This design comes from an exercise in tuning for small area and a short achievable clock period on the open sky130 flow, not from production work.
Where RTL was checked, it was by simulation tests only, not by an equivalence proof against the original.
For runs 3 and 4, only the layout was checked, not whether the RTL still works.

### flow/config.mk
export PLATFORM = sky130hd
export DESIGN_NAME = TM_ALU
export DESIGN_NICKNAME = TM_ALU
export VERILOG_FILES = /design/flow/design.v
export SDC_FILE = /design/flow/constraint.sdc
export NUM_CORES = 4
export LEC_CHECK = 0
export ABC_AREA = 1
export ABC_CLOCK_PERIOD_IN_PS = 6000
export CAP_MARGIN = 20
export CORE_MARGIN = 2
export CORE_UTILIZATION = 40
export SLEW_MARGIN = 20
### flow/constraint.sdc
create_clock -name core_clock -period 27.0 [get_ports {clk}]
set_input_delay 5.4000 -clock core_clock [delete_from_list [all_inputs] [get_ports {clk}]]
set_output_delay 5.4000 -clock core_clock [all_outputs]
set_load 0.01 [all_outputs]
### flow/design.v
module TM_ALU (clk, reset, AvgTxLen, InstExed, CurTxLen, AvgTxLen_new, InstExed_new);
    input clk, reset;
    input [7:0] AvgTxLen, InstExed, CurTxLen;
    output [7:0] AvgTxLen_new, InstExed_new;
    reg [7:0] a0, i0, c0;
    always @(posedge clk) begin a0 <= AvgTxLen; i0 <= InstExed; c0 <= CurTxLen; end
    wire [8:0] sc;  wire [7:0] sd;
    assign sc[0] = 1'b1;
    genvar g;
    generate for (g = 0; g < 8; g = g + 1) begin : subr
        assign sd[g] = c0[g] ^ ~a0[g] ^ sc[g];
        assign sc[g+1] = (c0[g] & ~a0[g]) | (sc[g] & (c0[g] | ~a0[g]));
    end endgenerate
    wire [8:0] df = {~sc[8], sd};
    wire sg0 = df[8];
    wire [7:0] dv = df[7:0] ^ {8{sg0}};
    wire [0:0] p7 = dv[7];
    wire [1:0] cy7; wire [0:0] s7;
    assign cy7[0] = 1'b0;
    assign s7[0] = p7[0] ^ ~i0[0] ^ cy7[0];
    assign cy7[1] = (p7[0] & ~i0[0]) | (cy7[0] & (p7[0] | ~i0[0]));
    wire qq7 = cy7[1] & ~|i0[7:1];
    wire [0:0] rr7 = qq7 ? s7 : p7;
    wire [1:0] p6 = {rr7, dv[6]};
    wire [2:0] cy6; wire [1:0] s6;
    assign cy6[0] = 1'b0;
    assign s6[0] = p6[0] ^ ~i0[0] ^ cy6[0];
    assign cy6[1] = (p6[0] & ~i0[0]) | (cy6[0] & (p6[0] | ~i0[0]));
    assign s6[1] = p6[1] ^ ~i0[1] ^ cy6[1];
    assign cy6[2] = (p6[1] & ~i0[1]) | (cy6[1] & (p6[1] | ~i0[1]));
    wire qq6 = cy6[2] & ~|i0[7:2];
    wire [1:0] rr6 = qq6 ? s6 : p6;
    wire [2:0] p5 = {rr6, dv[5]};
    wire [3:0] cy5; wire [2:0] s5;
    assign cy5[0] = 1'b0;
    assign s5[0] = p5[0] ^ ~i0[0] ^ cy5[0];
    assign cy5[1] = (p5[0] & ~i0[0]) | (cy5[0] & (p5[0] | ~i0[0]));
    assign s5[1] = p5[1] ^ ~i0[1] ^ cy5[1];
    assign cy5[2] = (p5[1] & ~i0[1]) | (cy5[1] & (p5[1] | ~i0[1]));
    assign s5[2] = p5[2] ^ ~i0[2] ^ cy5[2];
    assign cy5[3] = (p5[2] & ~i0[2]) | (cy5[2] & (p5[2] | ~i0[2]));
    wire qq5 = cy5[3] & ~|i0[7:3];
    wire [2:0] rr5 = qq5 ? s5 : p5;
    reg [7:0] a1, i1; reg sg1;
    reg [2:0] q1;
    reg [2:0] r1;
    reg [4:0] d1;
    always @(posedge clk) begin a1 <= a0; i1 <= i0; sg1 <= sg0;
        q1 <= {qq7, qq6, qq5}; r1 <= rr5; d1 <= dv[4:0]; end
    wire [3:0] p4 = {r1, d1[4]};
    wire [4:0] cy4; wire [3:0] s4;
    assign cy4[0] = 1'b0;
    assign s4[0] = p4[0] ^ ~i1[0] ^ cy4[0];
    assign cy4[1] = (p4[0] & ~i1[0]) | (cy4[0] & (p4[0] | ~i1[0]));
    assign s4[1] = p4[1] ^ ~i1[1] ^ cy4[1];
    assign cy4[2] = (p4[1] & ~i1[1]) | (cy4[1] & (p4[1] | ~i1[1]));
    assign s4[2] = p4[2] ^ ~i1[2] ^ cy4[2];
    assign cy4[3] = (p4[2] & ~i1[2]) | (cy4[2] & (p4[2] | ~i1[2]));
    assign s4[3] = p4[3] ^ ~i1[3] ^ cy4[3];
    assign cy4[4] = (p4[3] & ~i1[3]) | (cy4[3] & (p4[3] | ~i1[3]));
    wire qq4 = cy4[4] & ~|i1[7:4];
    wire [3:0] rr4 = qq4 ? s4 : p4;
    wire [4:0] p3 = {rr4, d1[3]};
    wire [5:0] cy3; wire [4:0] s3;
    assign cy3[0] = 1'b0;
    assign s3[0] = p3[0] ^ ~i1[0] ^ cy3[0];
    assign cy3[1] = (p3[0] & ~i1[0]) | (cy3[0] & (p3[0] | ~i1[0]));
    assign s3[1] = p3[1] ^ ~i1[1] ^ cy3[1];
    assign cy3[2] = (p3[1] & ~i1[1]) | (cy3[1] & (p3[1] | ~i1[1]));
    assign s3[2] = p3[2] ^ ~i1[2] ^ cy3[2];
    assign cy3[3] = (p3[2] & ~i1[2]) | (cy3[2] & (p3[2] | ~i1[2]));
    assign s3[3] = p3[3] ^ ~i1[3] ^ cy3[3];
    assign cy3[4] = (p3[3] & ~i1[3]) | (cy3[3] & (p3[3] | ~i1[3]));
    assign s3[4] = p3[4] ^ ~i1[4] ^ cy3[4];
    assign cy3[5] = (p3[4] & ~i1[4]) | (cy3[4] & (p3[4] | ~i1[4]));
    wire qq3 = cy3[5] & ~|i1[7:5];
    wire [4:0] rr3 = qq3 ? s3 : p3;
    wire [5:0] p2 = {rr3, d1[2]};
    wire [6:0] cy2; wire [5:0] s2;
    assign cy2[0] = 1'b0;
    assign s2[0] = p2[0] ^ ~i1[0] ^ cy2[0];
    assign cy2[1] = (p2[0] & ~i1[0]) | (cy2[0] & (p2[0] | ~i1[0]));
    assign s2[1] = p2[1] ^ ~i1[1] ^ cy2[1];
    assign cy2[2] = (p2[1] & ~i1[1]) | (cy2[1] & (p2[1] | ~i1[1]));
    assign s2[2] = p2[2] ^ ~i1[2] ^ cy2[2];
    assign cy2[3] = (p2[2] & ~i1[2]) | (cy2[2] & (p2[2] | ~i1[2]));
    assign s2[3] = p2[3] ^ ~i1[3] ^ cy2[3];
    assign cy2[4] = (p2[3] & ~i1[3]) | (cy2[3] & (p2[3] | ~i1[3]));
    assign s2[4] = p2[4] ^ ~i1[4] ^ cy2[4];
    assign cy2[5] = (p2[4] & ~i1[4]) | (cy2[4] & (p2[4] | ~i1[4]));
    assign s2[5] = p2[5] ^ ~i1[5] ^ cy2[5];
    assign cy2[6] = (p2[5] & ~i1[5]) | (cy2[5] & (p2[5] | ~i1[5]));
    wire qq2 = cy2[6] & ~|i1[7:6];
    wire [5:0] rr2 = qq2 ? s2 : p2;
    reg [7:0] a2, i2; reg sg2;
    reg [5:0] q2;
    reg [5:0] r2;
    reg [1:0] d2;
    always @(posedge clk) begin a2 <= a1; i2 <= i1; sg2 <= sg1;
        q2 <= {q1[2], q1[1], q1[0], qq4, qq3, qq2}; r2 <= rr2; d2 <= d1[1:0]; end
    wire [6:0] p1 = {r2, d2[1]};
    wire [7:0] cy1; wire [6:0] s1;
    assign cy1[0] = 1'b0;
    assign s1[0] = p1[0] ^ ~i2[0] ^ cy1[0];
    assign cy1[1] = (p1[0] & ~i2[0]) | (cy1[0] & (p1[0] | ~i2[0]));
    assign s1[1] = p1[1] ^ ~i2[1] ^ cy1[1];
    assign cy1[2] = (p1[1] & ~i2[1]) | (cy1[1] & (p1[1] | ~i2[1]));
    assign s1[2] = p1[2] ^ ~i2[2] ^ cy1[2];
    assign cy1[3] = (p1[2] & ~i2[2]) | (cy1[2] & (p1[2] | ~i2[2]));
    assign s1[3] = p1[3] ^ ~i2[3] ^ cy1[3];
    assign cy1[4] = (p1[3] & ~i2[3]) | (cy1[3] & (p1[3] | ~i2[3]));
    assign s1[4] = p1[4] ^ ~i2[4] ^ cy1[4];
    assign cy1[5] = (p1[4] & ~i2[4]) | (cy1[4] & (p1[4] | ~i2[4]));
    assign s1[5] = p1[5] ^ ~i2[5] ^ cy1[5];
    assign cy1[6] = (p1[5] & ~i2[5]) | (cy1[5] & (p1[5] | ~i2[5]));
    assign s1[6] = p1[6] ^ ~i2[6] ^ cy1[6];
    assign cy1[7] = (p1[6] & ~i2[6]) | (cy1[6] & (p1[6] | ~i2[6]));
    wire qq1 = cy1[7] & ~|i2[7:7];
    wire [6:0] rr1 = qq1 ? s1 : p1;
    wire [7:0] p0 = {rr1, d2[0]};
    wire [8:0] cy0; wire [7:0] s0;
    assign cy0[0] = 1'b0;
    assign s0[0] = p0[0] ^ ~i2[0] ^ cy0[0];
    assign cy0[1] = (p0[0] & ~i2[0]) | (cy0[0] & (p0[0] | ~i2[0]));
    assign s0[1] = p0[1] ^ ~i2[1] ^ cy0[1];
    assign cy0[2] = (p0[1] & ~i2[1]) | (cy0[1] & (p0[1] | ~i2[1]));
    assign s0[2] = p0[2] ^ ~i2[2] ^ cy0[2];
    assign cy0[3] = (p0[2] & ~i2[2]) | (cy0[2] & (p0[2] | ~i2[2]));
    assign s0[3] = p0[3] ^ ~i2[3] ^ cy0[3];
    assign cy0[4] = (p0[3] & ~i2[3]) | (cy0[3] & (p0[3] | ~i2[3]));
    assign s0[4] = p0[4] ^ ~i2[4] ^ cy0[4];
    assign cy0[5] = (p0[4] & ~i2[4]) | (cy0[4] & (p0[4] | ~i2[4]));
    assign s0[5] = p0[5] ^ ~i2[5] ^ cy0[5];
    assign cy0[6] = (p0[5] & ~i2[5]) | (cy0[5] & (p0[5] | ~i2[5]));
    assign s0[6] = p0[6] ^ ~i2[6] ^ cy0[6];
    assign cy0[7] = (p0[6] & ~i2[6]) | (cy0[6] & (p0[6] | ~i2[6]));
    assign s0[7] = p0[7] ^ ~i2[7] ^ cy0[7];
    assign cy0[8] = (p0[7] & ~i2[7]) | (cy0[7] & (p0[7] | ~i2[7]));
    wire qq0 = cy0[8] & 1'b1;
    wire [7:0] rr0 = qq0 ? s0 : p0;
    wire [7:0] xl = {q2[5], q2[4], q2[3], q2[2], q2[1], q2[0], qq1, qq0} ^ {8{sg2}};
    reg [7:0] avg3, inst3;
    wire [8:0] ac; wire [7:0] as;
    assign ac[0] = 1'b0;
    generate for (g = 0; g < 8; g = g + 1) begin : addr
        assign as[g] = a2[g] ^ xl[g] ^ ac[g];
        assign ac[g+1] = (a2[g] & xl[g]) | (ac[g] & (a2[g] | xl[g]));
    end endgenerate
    always @(posedge clk) begin avg3 <= as; inst3 <= i2 + 8'd1; end
    assign AvgTxLen_new = avg3;
    assign InstExed_new = inst3;
endmodule
### flow/flow/run.sh
#!/bin/bash
set -euo pipefail
export BUFFER_PORTS_ARGS="-buffer_cell sky130_fd_sc_hd__buf_1"
bash standard.sh > standard_flow.log 2>&1
### flow/standard.sh
#!/bin/bash
# synth_recipe.tcl (not shown) runs the flow's synth.tcl, then flattens the netlist and writes it again
# the make line also repeats each setting of config.mk as NAME=value (left out here)
make -C /OpenROAD-flow-scripts/flow DESIGN_CONFIG=/design/flow/config.mk WORK_HOME=/design/flow/orfs CLKGATE_MAP_FILE= SYNTH_SCRIPT=/design/flow/synth_recipe.tcl "${@:-finish}"
==> results by group, run 1 <==
Setup path
  – Critical Path AT: 6.92 ns
  – Most used cell along the critical path: fa_1
  – Critical path data required time: between 20 and 30 ns
  – Crit-path max cell delay: 0.39 ns
  – Crit Path Category: flop to flop
  – Largest delay share family, worst path: adder cells
  – CP Max Fanout: 6
  – Slowest-stage cell, CP: fa_1
  – Worst setup SP type: flop
  – CP Capture Type: flop
  – Worst path bufs/invs: 5

Clocking
  – Cts hold-fix bufs: 0
  – Clock sinks: 99
  – Postcts setup bufs: 0
  – Clock Latency Late Sink: approximately 0.36 ns
  – CTS tree: done
  – H-tree depth: 3
  – Post-CTS Resized: 0
  – Max clock buf depth: 2
  – Clk root buf: clkbuf_8
  – Worst-path clk slew: roughly 0.10 ns
  – Cts bufs inserted: 9

Die
  – Die Y: just over 100 um
  – Row count: 35
  – Die area: slightly above 10000 um^2
  – Core Area: roughly 9200 um^2
  – Chip width: ~100 um
  – Starting Density: 0.410
  – # IOs: 42

Synthesis
  – Synth top area cells: dfxtp_1 53%, fa_1 18%, inv_1 6.2%
  – Post-synthesis register bit count: ~100
  – Seq/Total Area, Yosys: 0.525
  – Syn Area/Cell: roughly 11 um^2
  – Number of flops mapped to enable cells by yosys: 0
  – Netlist cell types: 31
  – Syn Nets: around 400
  – Cells after synthesis: roughly 330
  – Leading area contributor after synthesis: dfxtp_1
  – Ys flop type: dfxtp_1
  – Post-Syn Area: between 3000 and 4000 um^2
  – Yosys warns: 1
  – Share of the synthesized area in the top cell type: 0.525
  – FFs w/ async S/R, synth: 0

Global route
  – Grt met2 use: 0.180
  – Antenna violations before repair: 0
  – Vias in the first global route: between 2000 and 2500
  – Met1 usage: 0.130
  – Pin count of the biggest net entering global routing: 19
  – Busiest grt layer: met2
  – Gr ovfl total: 0
  – Total GRT Usage: 0.110
  – First-pass GRT wire length: approximately 8.7 mm
  – Met3 Usage GRT: 0.0393

Timing
  – Max frequency: around 150 MHz
  – Slew HR: 0.680
  – Final Hold Vio Count: 0
  – Slew at the pin with the worst max-slew slack: 0.478 ns
  – Final hold slack: approximately 0.33 ns
  – Setup TNS: 0 ns
  – Unrepaired setup endpoints after global routing: false
  – Max-slew violation count: 0
  – Final period util: 0.246
  – Worst Skew: ~0.017 ns
  – Final setup viols: 0
  – Fin crit period: 6.64 ns

Final layout
  – Fillers: between 800 and 900
  – Area Overhead vs Synth: 12.4%
  – Nets@finish: 450
  – Fraction of layout cells with a size suffix above 1: 0.0701
  – N_diodes: 0

Place
  – Final GP Congestion: 0.743
  – Post-DP HPWL: roughly 3.9 mm
  – IO buf count: 40

Detailed routing
  – DR vias: ~2100
  – Via/cell ratio: ~4.2
  – First DRT Iteration DRCs: between 60 and 70
  – Wire per inst: 9.83 um
  – Post-route ant nets: 0
  – Drt first pass iters: 6
  – Final WL: ~4.9 mm
  – # DRC: 0

Worst hold path
  – Worst Hold Class: flop to flop

Run status
  – Status: no timing/DRC/antenna violations

Flow run
  – Max Cap Violations: 0
flip-flops by register name (all words and copies together), names as in the netlist, 6 cells and up:
| name | cells |
|---|---|
| i1 | 8 |
| i2 | 8 |
| a0 | 8 |
| avg3 | 8 |
| a2 | 8 |
| q2 | 6 |
| i0 | 8 |
| a1 | 8 |
| r2 | 6 |
| inst3 | 8 |
| c0 | 8 |
synthesized netlist by cell type, types with 2 or more instances:
cell      n
ha_1     10
mux2i_1  10
inv_1    62
nor3_1    2
nor2_4    2
inv_2     2
o21ai_0   3
fa_1     34
nor2_1    5
dfxtp_1  99
nand2_1  50
xnor2_1   9
xor2_1   14
nand3_1  10
o22ai_1   2
a31oi_1   2
routing by layer:
metal / routed length [um] / up-vias
met4: 90 / 0
li1: - / 1083
met2: 2430 / 37
met5: 0 / -
met1: 2160 / 960
met3: 194 / 7
stage by stage:
step                worst slack [ns]  instances  utilization  area [um^2]
floorplan                      20.84        331            -         3770
global placement               20.42        480        0.440         4050
finish                         20.36        496        0.461         4240
global route                   19.92        496        0.461         4240
CTS                            20.32        496        0.461         4240
detailed placement             20.38        480        0.440         4050
final timing paths:
path                     end          start  cells past startpoint  slack [ns]
min            q2[4]$_DFF_P_  q1[1]$_DFF_P_                      0        0.33
max          avg3[7]$_DFF_P_  i2[0]$_DFF_P_                     34       20.36
max reg2reg  avg3[7]$_DFF_P_  i2[0]$_DFF_P_                     34       20.36
min reg2reg    q2[4]$_DFF_P_  q1[1]$_DFF_P_                      0        0.33
layout make-up:
type                    instances  area [um^2]  share of cell area
clock buffers                  10          138              0.0325
clock inverters                 6         56.3              0.0133
inverters                      65          244              0.0575
multi-input cells             165         1530               0.361
flip-flops and latches         99         1980               0.467
well taps                     111          139              0.0328
repair buffers                 40          150              0.0354
logic make-up after synthesis:
kind of cell | share of synthesized area
multiplexers | 0.0295
flip-flops | 0.525
XOR/XNOR | 0.0534
AO/OA/AOI/OAI | 0.0176
AND/OR/NAND/NOR | 0.0918
buffers and inverters | 0.0690
adder cells (fa/ha/maj) | 0.214
cell usage in the layout, fill, tap and decap left out:
| master | instances |
|---|---|
| nand3b_1 | 1 |
| xor2_1 | 14 |
| inv_2 | 2 |
| nand2_1 | 50 |
| nand3_1 | 10 |
| clkinv_4 | 2 |
| inv_1 | 62 |
| inv_8 | 2 |
| nor3_2 | 1 |
| o22ai_1 | 2 |
| a21oi_1 | 1 |
| nor2_1 | 5 |
| xnor2_1 | 9 |
| inv_6 | 1 |
| ha_1 | 10 |
| nand2_2 | 1 |
| buf_1 | 40 |
| mux2_2 | 1 |
| nor2_2 | 1 |
| dfxtp_1 | 99 |
| a31oi_1 | 2 |
| fa_1 | 34 |
| clkbuf_8 | 10 |
| nor3_1 | 2 |
| or2_0 | 1 |
| mux2i_1 | 10 |
| clkinv_1 | 1 |
| nand2_4 | 1 |
| o21ai_0 | 3 |
| o21ai_1 | 1 |
| clkinvlp_4 | 1 |
| o21ai_2 | 1 |
| o211ai_1 | 1 |
| nor2_4 | 2 |
| nand3_2 | 1 |
==> run 2, diff against run 1 <==
==> flow/run.sh (new file) <==
#!/bin/bash
# synth_recipe.tcl (not shown) runs the flow's synth.tcl, then flattens the netlist and writes it again
# the make line also repeats each setting of config.mk as NAME=value (left out here)
make -C /OpenROAD-flow-scripts/flow DESIGN_CONFIG=/design/flow/config.mk WORK_HOME=/design/flow/orfs CLKGATE_MAP_FILE= SYNTH_SCRIPT=/design/flow/synth_recipe.tcl finish
removed: flow/flow/run.sh
removed: flow/standard.sh
==> results by group, run 2 <==
Synthesis
  – Mux cell area share after synthesis: 0.0295 (unchanged)
  – Synth Area in Adders: 0.214 (unchanged)
  – Compound-gate portion of the synthesized area: 0.0176 (unchanged)
  – Seq/Total Area, Yosys: 0.525 (unchanged)
  – Number of flops mapped to enable cells by yosys: 0 (unchanged)
  – FFs w/ async S/R, synth: 0 (unchanged)
  – Cells after synthesis: 331 (unchanged)
  – Share of the synthesized area in the top cell type: 0.525 (unchanged)
  – Leading area contributor after synthesis: dfxtp_1
  – Synth top area cells: dfxtp_1 53%, fa_1 18%, inv_1 6.2%
  – Largest family of logic cells by synthesized area: adder cells
  – Yosys warns: 1 (unchanged)
  – Syn Nets: 401 (unchanged)
  – Most common cell in the netlist: dfxtp_1
  – Post-Syn Area: 3770 um^2 (unchanged)
  – Netlist cell types: 31 (unchanged)
  – Post-synthesis simple-gate area fraction: 0.0918 (unchanged)
  – Commonest cells in the netlist: 99 x dfxtp_1, 62 x inv_1, 50 x nand2_1, 34 x fa_1, 14 x xor2_1
  – Syn Area/Cell: 11.4 um^2 (unchanged)
  – Post-synthesis register bit count: 99 (unchanged)
  – Ys flop type: dfxtp_1
  – Xor/xnor share of the synthesized area: 0.0534 (unchanged)

Setup path
  – Crit Path Category: flop to primary output
  – Critical Path AT: 1.22 ns (-5.70 ns)
  – Worst setup SP type: flop
  – CP Capture Type: primary output
  – CP Max Fanout: 1 (-5)
  – Largest delay share family, worst path: buffers and inverters
  – Worst path bufs/invs: 1 (-4)
  – Critical path data required time: 21.60 ns (-5.68 ns)
  – Slowest-stage cell, CP: clkdlybuf4s50_1
  – CP cell instances: clkdlybuf4s50_1
  – Crit-path max cell delay: 0.54 ns (+0.15 ns)

Flow run
  – Max Cap Violations: 0 (unchanged)

Final layout
  – Most frequent cells in the layout: 99 x dfxtp_1, 62 x inv_1, 50 x nand2_1, 40 x clkdlybuf4s50_1, 34 x fa_1
  – Fillers: 851 (-4.4%)
  – Multi-input gate area: 1530 um^2 (unchanged)
  – Storage element area: 1980 um^2 (unchanged)
  – Nets@finish: 450 (unchanged)
  – Final Core Density: 0.489 (+0.0276)
  – Fraction of layout cells with a size suffix above 1: 0.0651 (-0.00503)
  – Area Overhead vs Synth: 19.1%
  – Most common cell after layout, fill and taps aside: dfxtp_1
  – N_diodes: 0 (unchanged)

Timing
  – Slew at the pin with the worst max-slew slack: 0.499 ns (+0.0209 ns)
  – Final period util: 0.245 (-0.000489)
  – Setup TNS: 0 ns (unchanged)
  – Fin crit period: 6.62 ns (-0.0132 ns)
  – Worst Skew: 0.0117 ns (-0.00477 ns)
  – Max frequency: 151 MHz (+0.20%)
  – Final Hold Vio Count: 0 (unchanged)
  – Max-slew violation count: 0 (unchanged)
  – Unrepaired setup endpoints after global routing: false
  – Final setup viols: 0 (unchanged)
  – Final hold slack: 0.332 ns (+0.00303 ns)
  – Slew HR: 0.666 (-0.0140)

Place
  – IO buf count: 40 (unchanged)
  – Post-DP HPWL: 4.11 mm (+6.4%)
  – Final GP Congestion: 0.729 (-1.9%)

Detailed routing
  – First DRT Iteration DRCs: 33 (-51%)
  – Drt first pass iters: 4 (-2)
  – DR vias: 2125 (+1.8%)
  – # DRC: 0 (unchanged)
  – Post-route ant nets: 0 (unchanged)
  – Wire per inst: 10.2 um (+4.1%)
  – Via/cell ratio: 4.29 (+2.0%)
  – Final WL: 5.07 mm (+3.9%)

Global route
  – Antenna violations before repair: 0 (unchanged)
  – Pin count of the biggest net entering global routing: 17 (-2)
  – Total GRT Usage: 0.114 (+0.00390)
  – First-pass GRT wire length: 9.00 mm (+3.7%)
  – Gr ovfl total: 0 (unchanged)
  – Vias in the first global route: 2142 (+4.7%)

Die
  – Die Y: 101 um (unchanged)
  – Starting Density: 0.410 (unchanged)
  – Core Area: 9200 um^2 (unchanged)
  – # IOs: 42 (unchanged)
  – Row count: 35 (unchanged)
  – Die area: 10200 um^2 (unchanged)
  – Chip width: 101 um (unchanged)

Run status
  – Status: no timing/DRC/antenna violations

Clocking
  – Postcts setup bufs: 0 (unchanged)
  – CTS tree: done
  – Worst-path clk slew: 0.09 ns (about the same)
  – Post-CTS Resized: 0 (unchanged)
  – Clock sinks: 99 (unchanged)
  – Cts hold-fix bufs: 0 (unchanged)
  – H-tree depth: 3 (unchanged)
  – Clock Latency Late Sink: 0.35 ns (about the same)
  – Max clock buf depth: 2 (unchanged)
  – Clk root buf: clkbuf_8
  – Cts bufs inserted: 9 (unchanged)

Worst hold path
  – Worst Hold Class: flop to flop
run 2: cell counts after synthesis:
No cell type changed its count.
run 2: logic make-up after synthesis:
group,Yosys count
AND/OR/NAND/NOR,76
buffers and inverters,67
flip-flops,99
multiplexers,11
XOR/XNOR,23
AO/OA/AOI/OAI,11
adder cells (fa/ha/maj),44
run 2: final timing paths:
path	cells after the start	endpoint	from	slack, ns
max	1	AvgTxLen_new[7]	avg3[7]$_DFF_P_	20.38
min	0	a2[1]$_DFF_P_	a1[1]$_DFF_P_	0.33
max reg2reg	34	avg3[7]$_DFF_P_	i2[0]$_DFF_P_	20.40
min reg2reg	0	a2[1]$_DFF_P_	a1[1]$_DFF_P_	0.33
run 2: through the flow:
stage,setup WS [ns],cell area (um^2),cells
finish,20.38,4490,495
global route,19.93,4490,495
CTS,20.32,4490,495
detailed placement,20.39,4300,480
global placement,20.42,4300,480
floorplan,20.84,3770,331
run 2: metal layers:
layer | GRT usage | up-vias | wire [um]
met5 | 0 | - | 0
met2 | 0.194 | 36 | 2570
met3 | 0.0297 | 11 | 167
met4 | 0.0634 | 0 | 135
li1 | - | 1080 | -
met1 | 0.131 | 998 | 2200
run 2: layout make-up:
| class | instances | share of cell area |
|---|---|---|
| tap | 111 | 0.0309 |
| clock buffer | 11 | 0.0315 |
| timing repair buffer | 40 | 0.0891 |
| clock inverter | 4 | 0.0125 |
| sequential | 99 | 0.441 |
| multi-input combinational | 165 | 0.341 |
| inverter | 65 | 0.0543 |
==> run 3, diff against run 2 <==
==> flow/design.v (replaced) <==
module TM_ALU (clk, reset, AvgTxLen, InstExed, CurTxLen, AvgTxLen_new, InstExed_new);
    input clk, reset;
    input [7:0] AvgTxLen, InstExed, CurTxLen;
    output [7:0] AvgTxLen_new, InstExed_new;
    reg [7:0] a0, i0, c0;
    always @(posedge clk) begin a0 <= AvgTxLen; i0 <= InstExed; c0 <= CurTxLen; end
    wire [8:0] df = {1'b0, c0} - {1'b0, a0};
    wire sg0 = df[8];
    wire [7:0] dv = df[7:0] ^ {8{sg0}};
    wire [0:0] p7 = dv[7];
    wire [1:0] t7 = {1'b0, p7} + {1'b0, ~i0[0:0]};
    wire qq7 = t7[1] & ~|i0[7:1];
    wire [0:0] rr7 = qq7 ? t7[0:0] : p7;
    wire [1:0] p6 = {rr7, dv[6]};
    wire [2:0] t6 = {1'b0, p6} + {1'b0, ~i0[1:0]};
    wire qq6 = t6[2] & ~|i0[7:2];
    wire [1:0] rr6 = qq6 ? t6[1:0] : p6;
    wire [2:0] p5 = {rr6, dv[5]};
    wire [3:0] t5 = {1'b0, p5} + {1'b0, ~i0[2:0]};
    wire qq5 = t5[3] & ~|i0[7:3];
    wire [2:0] rr5 = qq5 ? t5[2:0] : p5;
    reg [7:0] a1, i1; reg sg1;
    reg [2:0] q1;
    reg [2:0] r1;
    reg [4:0] d1;
    always @(posedge clk) begin a1 <= a0; i1 <= i0; sg1 <= sg0;
        q1 <= {qq7, qq6, qq5}; r1 <= rr5; d1 <= dv[4:0]; end
    wire [3:0] p4 = {r1, d1[4]};
    wire [4:0] t4 = {1'b0, p4} + {1'b0, ~i1[3:0]};
    wire qq4 = t4[4] & ~|i1[7:4];
    wire [3:0] rr4 = qq4 ? t4[3:0] : p4;
    wire [4:0] p3 = {rr4, d1[3]};
    wire [5:0] t3 = {1'b0, p3} + {1'b0, ~i1[4:0]};
    wire qq3 = t3[5] & ~|i1[7:5];
    wire [4:0] rr3 = qq3 ? t3[4:0] : p3;
    wire [5:0] p2 = {rr3, d1[2]};
    wire [6:0] t2 = {1'b0, p2} + {1'b0, ~i1[5:0]};
    wire qq2 = t2[6] & ~|i1[7:6];
    wire [5:0] rr2 = qq2 ? t2[5:0] : p2;
    reg [7:0] a2, i2; reg sg2;
    reg [5:0] q2;
    reg [5:0] r2;
    reg [1:0] d2;
    always @(posedge clk) begin a2 <= a1; i2 <= i1; sg2 <= sg1;
        q2 <= {q1[2], q1[1], q1[0], qq4, qq3, qq2}; r2 <= rr2; d2 <= d1[1:0]; end
    wire [6:0] p1 = {r2, d2[1]};
    wire [7:0] t1 = {1'b0, p1} + {1'b0, ~i2[6:0]};
    wire qq1 = t1[7] & ~|i2[7:7];
    wire [6:0] rr1 = qq1 ? t1[6:0] : p1;
    wire [7:0] p0 = {rr1, d2[0]};
    wire [8:0] t0 = {1'b0, p0} + {1'b0, ~i2[7:0]};
    wire qq0 = t0[8] & 1'b1;
    wire [7:0] rr0 = qq0 ? t0[7:0] : p0;
    wire [7:0] x = {q2[5], q2[4], q2[3], q2[2], q2[1], q2[0], qq1, qq0};
    reg [7:0] avg3, inst3;
    always @(posedge clk) begin avg3 <= a2 + (x ^ {8{sg2}}); inst3 <= i2 + 8'd1; end
    assign AvgTxLen_new = avg3;
    assign InstExed_new = inst3;
endmodule
--- a/flow/config.mk
+++ b/flow/config.mk
@@ -6,6 +6,4 @@
 export NUM_CORES = 4
 export LEC_CHECK = 0
-export ABC_AREA = 1
-export ABC_CLOCK_PERIOD_IN_PS = 6000
 export CAP_MARGIN = 20
 export CORE_MARGIN = 2
==> results by group, run 3 <==
Clocking
  – Postcts setup bufs: 0 (unchanged)
  – H-tree depth: 3 (unchanged)
  – Clk root buf: clkbuf_8
  – Max clock buf depth: 2 (unchanged)
  – Cts bufs inserted: 9 (unchanged)
  – Post-CTS Resized: 0 (unchanged)
  – Clock Latency Late Sink: 0.36 ns (about the same)
  – CTS tree: done
  – Clock sinks: 99 (unchanged)
  – Worst-path clk slew: 0.09 ns (about the same)
  – Cts hold-fix bufs: 0 (unchanged)

Die
  – Core Area: 10800 um^2 (+17%)
  – Chip width: 109 um (+7.7%)
  – # IOs: 42 (unchanged)
  – Starting Density: 0.408 (-0.00216)
  – Die area: 11900 um^2 (+16%)
  – Row count: 38 (+8.6%)
  – Die Y: 109 um (+7.7%)

Place
  – Final GP Congestion: 0.739 (+1.4%)
  – Post-DP HPWL: 5.67 mm (+38%)
  – Pre-CTS setup slack: 20.78 ns (+0.389 ns)
  – IO buf count: 40 (unchanged)

Setup path
  – FF-to-FF End: r1[0]$_DFF_P_
  – Critical path data required time: 21.60 ns (about the same)
  – CP Capture Type: primary output
  – CP Max Fanout: 1 (unchanged)
  – Slowest-stage cell, CP: clkdlybuf4s50_1
  – WP depth: 1 (unchanged)
  – Critical Path AT: 1.21 ns (about the same)
  – Worst setup SP type: flop
  – Worst r2r src: a0[0]$_DFF_P_
  – CP cell instances: clkdlybuf4s50_1
  – Largest delay share family, worst path: buffers and inverters
  – Setup slack, reg-to-reg: 21.33 ns (+0.93 ns)
  – Crit Path Category: flop to primary output
  – Crit-path max cell delay: 0.53 ns (about the same)
  – Reg2reg path depth: 20 (-41%)
  – Worst path bufs/invs: 1 (unchanged)

Final layout
  – Most frequent cells in the layout: 99 x dfxtp_1, 50 x ha_1, 45 x inv_1, 40 x clkdlybuf4s50_1, 28 x xnor2_1
  – Fraction of layout cells with a size suffix above 1: 0.0694 (+0.00431)
  – Area Overhead vs Synth: 17.3%
  – N_diodes: 0 (unchanged)
  – Most common cell after layout, fill and taps aside: dfxtp_1
  – Nets@finish: 540 (+20%)
  – Final Core Density: 0.479 (-0.0100)

Synthesis
  – Post-Syn Area: 4410 um^2 (+17%)
  – FFs w/ async S/R, synth: 0 (unchanged)
  – Commonest cells in the netlist: 99 x dfxtp_1, 50 x ha_1, 45 x inv_1, 28 x xnor2_1, 21 x a21oi_1
  – Most common cell in the netlist: dfxtp_1
  – Seq/Total Area, Yosys: 0.450 (-0.0753)
  – Yosys warns: 1 (unchanged)
  – Number of flops mapped to enable cells by yosys: 0 (unchanged)
  – Leading area contributor after synthesis: dfxtp_1
  – Cells after synthesis: 408 (+23%)
  – Netlist cell types: 54 (+74%)
  – Syn Nets: 492 (+23%)
  – Synth top area cells: dfxtp_1 45%, ha_1 14%, xnor2_1 5.6%
  – Syn Area/Cell: 10.8 um^2 (-5.3%)
  – Ys flop type: dfxtp_1
  – Share of the synthesized area in the top cell type: 0.450 (-0.0753)
  – Post-synthesis register bit count: 99 (unchanged)

Worst hold path
  – Min-Delay Startpoint: a1[7]$_DFF_P_
  – Hold endpoint: a2[7]$_DFF_P_
  – Worst hold path cell count: 0 (unchanged)
  – Worst Hold Class: flop to flop

Global route
  – Total GRT Usage: 0.133 (+0.0190)
  – Vias in the first global route: 2809 (+31%)
  – First-pass GRT wire length: 12.1 mm (+34%)
  – Pin count of the biggest net entering global routing: 17 (unchanged)
  – Antenna violations before repair: 0 (unchanged)
  – Gr ovfl total: 0 (unchanged)

Detailed routing
  – Post-route ant nets: 0 (unchanged)
  – First DRT Iteration DRCs: 117 (+250%)
  – DR vias: 2840 (+34%)
  – Drt first pass iters: 4 (unchanged)
  – # DRC: 0 (unchanged)
  – Wire per inst: 11.7 um (+15%)
  – Final WL: 7.06 mm (+39%)
  – Via/cell ratio: 4.73 (+10%)

Timing
  – Final period util: 0.245 (-0.000544)
  – Slew at the pin with the worst max-slew slack: 0.655 ns (+0.156 ns)
  – Max frequency: 151 MHz (+0.22%)
  – Fin crit period: 6.61 ns (-0.0147 ns)
  – Slew HR: 0.561 (-0.105)
  – Final Hold Vio Count: 0 (unchanged)
  – Max-slew violation count: 0 (unchanged)
  – Worst Skew: 0.0139 ns (+0.00222 ns)
  – Unrepaired setup endpoints after global routing: false
  – Setup TNS: 0 ns (unchanged)
  – Final setup viols: 0 (unchanged)
  – Final setup margin: 20.39 ns (+0.0147 ns)

Flow run
  – Max Cap Violations: 0 (unchanged)

Run status
  – Status: no timing/DRC/antenna violations
run 3: cell count changes after synthesis, sizes merged, moves of 11 or more:
| cell | previous run | this run |
|---|---|---|
| a21oi | 1 | 21 |
| fa | 34 | 8 |
| ha | 10 | 50 |
| inv | 64 | 47 |
| mux2 | 1 | 13 |
| nand2 | 52 | 16 |
| nor2 | 8 | 19 |
| o21ai | 5 | 17 |
| xnor2 | 9 | 28 |
run 3: stage by stage:
step                      area (um^2)  instances  hold WS (ns)
after floorplan                  4410        408         0.310
after global placement           4970        585         0.310
after detailed placement         4970        585         0.312
after CTS                        5170        601         0.335
after global routing             5170        601         0.343
final                            5170        601         0.333
run 3: worst max path at each step:
| stage | to | startpoint |
|---|---|---|
| 2_1_floorplan | AvgTxLen_new[0] | avg3[0]$_DFF_P_ |
| 3_3_place_gp | AvgTxLen_new[2] | avg3[2]$_DFF_P_ |
| 3_5_place_dp | AvgTxLen_new[5] | avg3[5]$_DFF_P_ |
| 4_1_cts | AvgTxLen_new[3] | avg3[3]$_DFF_P_ |
| 5_1_grt | InstExed_new[0] | inst3[0]$_DFF_P_ |
| 6_report | AvgTxLen_new[3] | avg3[3]$_DFF_P_ |
run 3: cell families after synthesis:
kind of cell             Yosys count  synth area share
flip-flops                        99             0.450
adder cells (fa/ha/maj)           58             0.178
buffers and inverters             52            0.0471
AND/OR/NAND/NOR                   66            0.0758
XOR/XNOR                          41            0.0878
AO/OA/AOI/OAI                     73             0.111
multiplexers                      19            0.0497
run 3: cell type report:
type,instances,area [um^2]
Fill cell,990,5630
Inverter,48,185
Timing Repair Buffer,41,408
Sequential cell,99,1980
Multi-Input combinational cell,257,2220
Clock inverter,4,55.1
Tap cell,140,175
Clock buffer,12,145
run 3: layer usage:
layer	GRT usage	wire length (um)	up-vias
li1	-	-	1483
met1	0.152	3210	1306
met2	0.228	3450	37
met3	0.0365	212	14
met4	0.0659	183	0
met5	0	0	-
==> run 4, diff against run 3 <==
==> flow/design.v (replaced) <==
module TM_ALU (clk, reset,
AvgTxLen,  
InstExed,  
CurTxLen,  
AvgTxLen_new,  
InstExed_new  
);
    parameter WIDTH = 8; 
    input clk, reset;
    input [WIDTH - 1:0] AvgTxLen, CurTxLen;
    input [WIDTH - 1:0] InstExed;
    output [WIDTH - 1:0] AvgTxLen_new;
    output [WIDTH - 1:0] InstExed_new;
    reg [3 * WIDTH - 1:0] stage_0;
    reg [4 * WIDTH - 1:0] stage_1;
    reg [4 * WIDTH:0] stage_2;  
    reg [2 * WIDTH - 1:0] stage_3;
    assign {AvgTxLen_new, InstExed_new} = stage_3;
    always @(posedge clk, posedge reset)
    begin
        if(reset) {stage_0, stage_1} <= 0;
        else
        begin
            stage_0 <= {AvgTxLen, InstExed, CurTxLen};
            stage_1[4 * WIDTH - 1:2 * WIDTH] <= stage_0[3 * WIDTH - 1:2 * WIDTH] * stage_0[2 * WIDTH - 1:WIDTH];
            stage_1[2 * WIDTH - 1:0] <= {stage_0[WIDTH - 1:0], stage_0[2 * WIDTH - 1:WIDTH]};
        end
    end
    always @(posedge clk, posedge reset)
    begin
        if(reset) stage_2 <= 0;
        else
        begin
            stage_2[4 * WIDTH:2 * WIDTH + 1] <= stage_1[4 * WIDTH - 1: 2 * WIDTH] + stage_1[2 * WIDTH - 1:WIDTH];
            stage_2[2 * WIDTH:WIDTH] <= {1'b0, stage_1[WIDTH - 1:0]} + 1'b1;
            stage_2[WIDTH - 1:0] <= stage_1[WIDTH - 1:0] + 1;
        end
    end
    always @(posedge clk, posedge reset)
    begin   
        if(reset) stage_3 <= 0;
        else
        begin
            stage_3[2 * WIDTH - 1:WIDTH] <= (stage_2[4 * WIDTH:2 * WIDTH + 1]) / (stage_2[2 * WIDTH:WIDTH]);
            stage_3[WIDTH - 1:0] <= stage_2[WIDTH - 1:0];
        end
    end
endmodule
==> results by group, run 4 <==
Synthesis
  – FFs w/ async S/R, synth: 1.00 (+1.00)
  – Ys flop type: dfrtp_1
  – Share of the synthesized area in the top cell type: 0.235 (-0.215)
  – Number of flops mapped to enable cells by yosys: 0 (unchanged)
  – Leading area contributor after synthesis: dfrtp_1
  – Post-Syn Area: 10300 um^2 (+130%)
  – Yosys warns: 1 (unchanged)
  – Post-synthesis register bit count: 97 (-2.0%)
  – Commonest cells in the netlist: 154 x ha_1, 97 x dfrtp_1, 92 x inv_1, 89 x nand2_1, 73 x nor2_1
  – Synth top area cells: dfrtp_1 24%, ha_1 19%, fa_1 7.2%
  – Netlist cell types: 84 (+56%)
  – Cells after synthesis: 1139 (+180%)
  – Syn Area/Cell: 9.06 um^2 (-16%)
  – Syn Nets: 1356 (+180%)
  – Seq/Total Area, Yosys: 0.235 (-0.215)
  – Most common cell in the netlist: ha_1

Final layout
  – Most common cell after layout, fill and taps aside: ha_1
  – Fraction of layout cells with a size suffix above 1: 0.229 (+0.160)
  – N_diodes: 0 (unchanged)
  – Number of flip-flops in the largest register: 32
  – Nets@finish: 1494 (+180%)
  – Final Core Density: 0.512 (+0.0336)
  – Most frequent cells in the layout: 137 x ha_1, 102 x buf_4, 94 x dfrtp_1, 90 x inv_1, 84 x nand2_1
  – Register bank with the most flops: stage_1
  – Fillers: 2310 (+130%)
  – Area Overhead vs Synth: 25.4%
  – Top flop regs: stage_1 x32, stage_2 x25, stage_0 x24
  – Finished Layout Cells: 1612 (+170%)

Detailed routing
  – Wire per inst: 16.1 um (+37%)
  – First DRT Iteration DRCs: 503 (+330%)
  – DR vias: 8681 (+210%)
  – Final WL: 26.0 mm (+270%)
  – Via/cell ratio: 5.39 (+14%)
  – Post-route ant nets: 0 (unchanged)
  – Drt first pass iters: 4 (unchanged)
  – # DRC: 0 (unchanged)

Clocking
  – Clock sinks: 97 (-2.0%)
  – Worst-path clk slew: 0.09 ns (about the same)
  – CTS tree: done
  – Max clock buf depth: 2 (unchanged)
  – Cts bufs inserted: 9 (unchanged)
  – H-tree depth: 3 (unchanged)
  – Clk root buf: clkbuf_16
  – Clock Latency Late Sink: 0.37 ns (about the same)
  – Cts hold-fix bufs: 0 (unchanged)

Setup path
  – Reg2reg path depth: 145 (+630%)
  – Crit Path Category: flop to flop
  – CP Capture Type: flop
  – Critical Path AT: 26.35 ns (+25.14 ns)
  – Slowest-stage cell, CP: or4_4
  – Most used cell along the critical path: o21a_1
  – CP Max Fanout: 8 (+7)
  – Worst setup SP type: flop
  – Crit-path max cell delay: 0.56 ns (+0.03 ns)
  – Critical path data required time: 27.25 ns (+5.65 ns)

Global route
  – Antenna violations before repair: 0 (unchanged)
  – Vias in the first global route: 8308 (+200%)
  – Total GRT Usage: 0.190 (+0.0569)
  – Gr ovfl total: 0 (unchanged)
  – First-pass GRT wire length: 41.1 mm (+240%)
  – Pin count of the biggest net entering global routing: 62 (+45)

Timing
  – Max frequency: 38.3 MHz (-75%)
  – Fin crit period: 26.10 ns (+19.49 ns)
  – Slew at the pin with the worst max-slew slack: 0.951 ns (+0.296 ns)
  – Final Hold Vio Count: 0 (unchanged)
  – Final period util: 0.967 (+0.722)
  – Unrepaired setup endpoints after global routing: true
  – Max-slew violation count: 0 (unchanged)
  – Slew HR: 0.366 (-0.195)
  – Final setup margin: 0.900 ns (-19.49 ns)
  – Final setup viols: 0 (unchanged)
  – Worst Skew: 0.0181 ns (+0.00411 ns)

Place
  – DP Cell Count: 1536 (+160%)
  – IO buf count: 41 (+2.5%)
  – Pre-CTS setup slack: -0.568 ns (-21.35 ns)
  – Final GP Congestion: 0.869 (+18%)
  – Post-DP HPWL: 19.7 mm (+250%)

Die
  – Die area: 27100 um^2 (+130%)
  – Chip width: 165 um (+51%)
  – Row count: 58 (+53%)
  – Core Area: 25300 um^2 (+130%)
  – # IOs: 42 (unchanged)
  – Starting Density: 0.409 (about the same)
  – Die Y: 165 um (+51%)

Worst hold path
  – Worst hold path cell count: 0 (unchanged)
  – Worst Hold Class: flop to flop

Run status
  – Status: no timing/DRC/antenna violations

Flow run
  – Max Cap Violations: 0 (unchanged)
-- run 4: changes by cell type after synthesis, moves of 31 or more --
cell and delta:
nor2_1 +54, and2_1 +42, dfrtp_1 +97, o21ai_0 +31, inv_1 +47, o21a_1 +38
a21oi_1 +43, nor3_1 +36, dfxtp_1 -99, nand2_1 +73, ha_1 +104
-- run 4: logic make-up after synthesis --
| group | Yosys count | synth area share |
|---|---|---|
| AND/OR/NAND/NOR | 337 | 0.166 |
| AO/OA/AOI/OAI | 286 | 0.192 |
| adder cells (fa/ha/maj) | 191 | 0.259 |
| buffers and inverters | 117 | 0.0437 |
| flip-flops | 97 | 0.235 |
| XOR/XNOR | 76 | 0.0645 |
| multiplexers | 35 | 0.0403 |
-- run 4: cell type report --
cell class / instances / area [um^2] / area share
sequential: 97 / 2430 / 0.188
inverter: 95 / 368 / 0.0284
timing repair buffer: 149 / 1250 / 0.0964
clock buffer: 9 / 225 / 0.0174
tap: 330 / 413 / 0.0319
clock inverter: 7 / 86.3 / 0.00667
multi-input combinational: 925 / 8170 / 0.631
-- run 4: through the flow --
stage | TNS (ns) | hold WS, ns | instance area (um^2)
detailed placement | -0.568 | 0.335 | 11400
finish | 0 | 0.352 | 12900
global route | -0.484 | 0.365 | 12900
CTS | 0 | 0.354 | 11800
global placement | -0.217 | 0.333 | 11400
floorplan | 0 | 0.331 | 10300
-- run 4: repair_timing --
action / 4_1_cts / 5_1_grt
endpoints found under the setup margin: 1 / 2
pin swaps: 0 / 90
gates resized for setup: 13 / 150
buffers inserted: 1 / 59
-- run 4: per-layer routing --
metal | GRT usage | share of wire | vias up
li1 | - | - | 4341
met1 | 0.260 | 0.46 | 4110
met2 | 0.320 | 0.48 | 189
met3 | 0.0201 | 0.038 | 41
met4 | 0.0490 | 0.023 | 0
met5 | 0 | 0 | -
-- run 4: worst paths after layout --
path / to / slack (ns) / startpoint
worst min-delay path: stage_1[10]$_DFF_PP0_ / 0.35 / stage_0[2]$_DFF_PP0_
worst max-delay path: stage_3[8]$_DFF_PP0_ / 0.90 / stage_2[16]$_DFF_PP0_
min in group asynchronous: stage_3[8]$_DFF_PP0_ / 5.38 / reset
max in group asynchronous: stage_2[16]$_DFF_PP0_ / 20.43 / reset
worst max register to register: stage_3[8]$_DFF_PP0_ / 0.90 / stage_2[16]$_DFF_PP0_
worst min register to register: stage_1[10]$_DFF_PP0_ / 0.35 / stage_0[2]$_DFF_PP0_
-- run 4: critical path, delay by kind of cell, from the launching register on --
family,cells,cell delay [ns]
and+or+nand+nor,40,5.89
adders and majority gates,15,4.38
DFF,1,0.43
muxes,2,0.50
AOI/OAI and AO/OA,75,13.07
buffers and inverters,13,1.72

==> port drivers added, routing unchanged <==
In the flow no input, the clock included, has a driving cell. The finished layouts below were timed again as built, in two steps. Step 1 assumes that a clkbuf_16 drives the clock port and a buf_2 every other input. Step 2 times the ports against the registers' clock, not the clock port: input delays grow and output delays shrink by t, the midpoint of the rising clock arrivals with the driver on. Three values: ideal ports, drivers, drivers and shift; two values: the first two.
run	shift t [ns]	setup WS [ns]	worst register clock-pin slew, ns
run 1	0.381	20.363 / 20.363 / 20.363	0.10 / 0.10
run 2	0.377	20.377 / 20.346 / 20.397	0.09 / 0.09
run 3	0.391	20.391 / 20.357 / 20.748	0.09 / 0.09
run 4	0.407	0.900 / 0.900 / 0.900	0.09 / 0.09
After both steps setup and hold are still met in every run listed.
